Context: an optimization exercise on an open-source flow, tuned for small area and a short achievable clock period. The choices shown serve that exercise and are no tape-out recipe. The RTL was checked by simulation tests, not by an equivalence proof against the original design. The clock port is modelled as an ideal driver; clocking choices that lean on that would not hold on a real chip.

v2:
// MultiTop
module MultiTop(
    input             clk,
    input      [31:0] a,
    input      [31:0] b,
    output reg [31:0] prod
);
==> flow/config.mk <==
export PLATFORM = sky130hd
export DESIGN_NAME = MultiTop
export DESIGN_NICKNAME = MultiTop
export VERILOG_FILES = /design/flow/design.v
export SDC_FILE = /design/flow/constraint.sdc
export NUM_CORES = 4
export LEC_CHECK = 0
export CAP_MARGIN = 20
export CORE_MARGIN = 2
export CORE_UTILIZATION = 45
export SLEW_MARGIN = 75
export SYNTH_HIERARCHICAL = 1
export SYNTH_MINIMUM_KEEP_SIZE = 0
==> flow/constraint.sdc <==
create_clock -name core_clock -period 17.0 [get_ports {clk}]
set_input_delay 3.4000 -clock core_clock [delete_from_list [all_inputs] [get_ports {clk}]]
set_output_delay 3.4000 -clock core_clock [all_outputs]
set_load 0.01 [all_outputs]
standard.sh (not shown) runs the stock make flow with config.mk's settings and CLKGATE_MAP_FILE= SYNTH_SCRIPT=/design/flow/synth_recipe.tcl, a recipe that flattens the netlist after the stock synthesis.
==> flow/flow/run.sh <==
#!/bin/bash
# The standard layout (the standard.sh, standard synthesis included), except that the
# buffers buffer_ports puts on every input and output port are buf_1 cells rather than the
# clkdlybuf4s50_1 delay cells it picks by default. The make output goes to standard.log;
# ORFS keeps each step's own log under orfs/logs/.
set -euo pipefail
bash standard.sh BUFFER_PORTS_ARGS="-buffer_cell sky130_fd_sc_hd__buf_1" finish > standard.log 2>&1
Per the final summary, v2 finished and its layout is clean on timing, DRC and antenna.
Relative to v2, the following input files were edited for v9:
# v2
export LEC_CHECK = 0
export CAP_MARGIN = 20
export CORE_MARGIN = 2
export CORE_UTILIZATION = 45
export SLEW_MARGIN = 75
export SYNTH_HIERARCHICAL = 1
export SYNTH_MINIMUM_KEEP_SIZE = 0
create_clock -name core_clock -period 17.0 [get_ports {clk}]
# v9
export LEC_CHECK = 0
export CAP_MARGIN = 20
export CORE_MARGIN = 2
export CORE_UTILIZATION = 40
export SLEW_MARGIN = 72
export SYNTH_HIERARCHICAL = 1
export SYNTH_MINIMUM_KEEP_SIZE = 0
create_clock -name core_clock -period 17.0 [get_ports {clk}]
==> flow/flow/run.sh <==
#!/bin/bash
set -euo pipefail
SKEW_CELLS="sky130_fd_sc_hd__clkdlybuf4s50_1" \
  bash standard.sh BUFFER_PORTS_ARGS="-buffer_cell sky130_fd_sc_hd__buf_1" PRE_CTS_TCL="$(pwd)/flow/skew.tcl" CTS_ARGS="-sink_clustering_enable -repair_clock_nets -delay_buffer_derate 0 -no_insertion_delay" finish > standard.log 2>&1
==> flow/flow/skew.tcl (new file) <==
set block [ord::get_db_block]
set db [ord::get_db]
set clk [$block findNet clk]
set cells [split $::env(SKEW_CELLS) ","]
set flops {}
set sx 0.0
set sy 0.0
foreach i [$block getInsts] {
  if {[string match "prod*" [$i getName]] && [string match "sky130_fd_sc_hd__df*" [[$i getMaster] getName]]} {
    lappend flops $i
    set bb [$i getBBox]
    set sx [expr {$sx + [$bb xMin]}]
    set sy [expr {$sy + [$bb yMin]}]
  }
}
set nf [llength $flops]
puts "skew: $nf product registers"
if {$nf != 32} { error "skew: expected 32 product registers, found $nf" }
set cx [expr {int($sx / $nf)}]
set cy [expr {int($sy / $nf)}]
set prev $clk
set k 0
foreach c $cells {
  set m [$db findMaster $c]
  if {$m eq "NULL" || $m eq ""} { error "skew: no master $c" }
  set inst [odb::dbInst_create $block $m skew_dly_$k]
  set net [odb::dbNet_create $block clk_prod_$k]
  $net setSigType CLOCK
  [$inst findITerm A] connect $prev
  [$inst findITerm X] connect $net
  $inst setLocation $cx $cy
  $inst setPlacementStatus PLACED
  set prev $net
  incr k
}
foreach i $flops {
  set it [$i findITerm CLK]
  $it disconnect
  $it connect $prev
}
puts "skew: product registers now clocked from [$prev getName] through $k cells"
detailed_placement
--- outcome ---
- Compared to v2, v9 was floorplanned on a bigger die.
- Min via count across v9 and v2: v2
- v9 vs v2: total number of placement rows up by a few percent
- Against v2, v9 reports a shortest clock period the worst path allows after layout that is lower.
- After detailed routing, v2 needs less wire than v9.
- Cmp v9 and v2 / actual slew at the worst max-slew pin / lower: v2
- On tightest hold margin, v2 beats v9.
- Per the comparison of v9 with v2, cell area after technology mapping held steady; smallest setup slack after layout rose 330 ps.
Modified inputs, v34 compared to v9
==> flow/flow/run.sh <==
#!/bin/bash
set -euo pipefail
SKEW_CELLS="sky130_fd_sc_hd__clkbuf_2" \
  bash standard.sh BUFFER_PORTS_ARGS="-buffer_cell sky130_fd_sc_hd__buf_1" PRE_CTS_TCL="$(pwd)/flow/skew.tcl" CTS_ARGS="-sink_clustering_enable -repair_clock_nets -delay_buffer_derate 0 -no_insertion_delay" finish > standard.log 2>&1
Notes after the runs:
v34 went all the way through synthesis, placement and routing and the layout is clean on timing, DRC and antenna.
From v9 to v34, final weighted congestion of routability-driven global placement did not move at all.
dfxtp_1 as the cell with the biggest individual delay on the critical path was reported by v9, and fa_1 by v34.
Diff v9 -> v34: worst setup slack went up 160 ps.
[inputs] v31 vs v34
==> flow/flow/run.sh <==
#!/bin/bash
set -euo pipefail
SKEW_CELLS="sky130_fd_sc_hd__clkdlybuf4s50_1" \
  bash standard.sh BUFFER_PORTS_ARGS="-buffer_cell sky130_fd_sc_hd__buf_1" PRE_CTS_TCL="$(pwd)/flow/skew.tcl" finish > standard.log 2>&1
Number of global-route vias before repair was lower in the run labelled v34. In the flow results for v31 and v34, the post-route non-filler standard cell count is larger on v31. Between v34 and v31, the flow reports final routed wirelength across all metal layers increasing slightly. Summary: with v34 as the reference, maximum net fanout on the critical path in v31 moved up by more than 10%. Wire length on met1 across v31 and v34: no real change. Delta (v31 minus v34): amount of wire on met3 after detailed routing increased by 1.3% relative to the old numbers, final non-filler cell area increased by about 1.5% relative to the old numbers.

-- port drivers added, routing unchanged --
No port has a modelled driver above. Below, the same layouts with a new extraction and two added sets of constraints.
Step 1: set_driving_cell puts a clkbuf_16 on clk and a buf_2 on each other input, an assumption about the parent block.
Step 2, shift: input delay + t, output delay - t, t = (earliest + latest rising clock arrival at the registers) / 2. This alone moves slack from input paths to output paths.
Slacks: no drivers / after step 1 / after step 2; pairs: no drivers / after step 1.
run	t (ns)	slack for setup (ns)	latest minus earliest clock arrival (ns)	pins driven straight from the clock port
v2	0.416	11.531 / 11.531 / 11.531	0.014 / 0.014	1
v9	0.855	11.865 / 11.815 / 12.432	0.927 / 0.927	1
v34	0.641	12.028 / 12.028 / 12.028	0.491 / 0.492	1
v31	1.129	11.605 / 11.605 / 11.605	0.061 / 0.061	2
In v9 and v34 the clock reaches the registers at very different times; t lies between them, and the last value is a rough guide only.
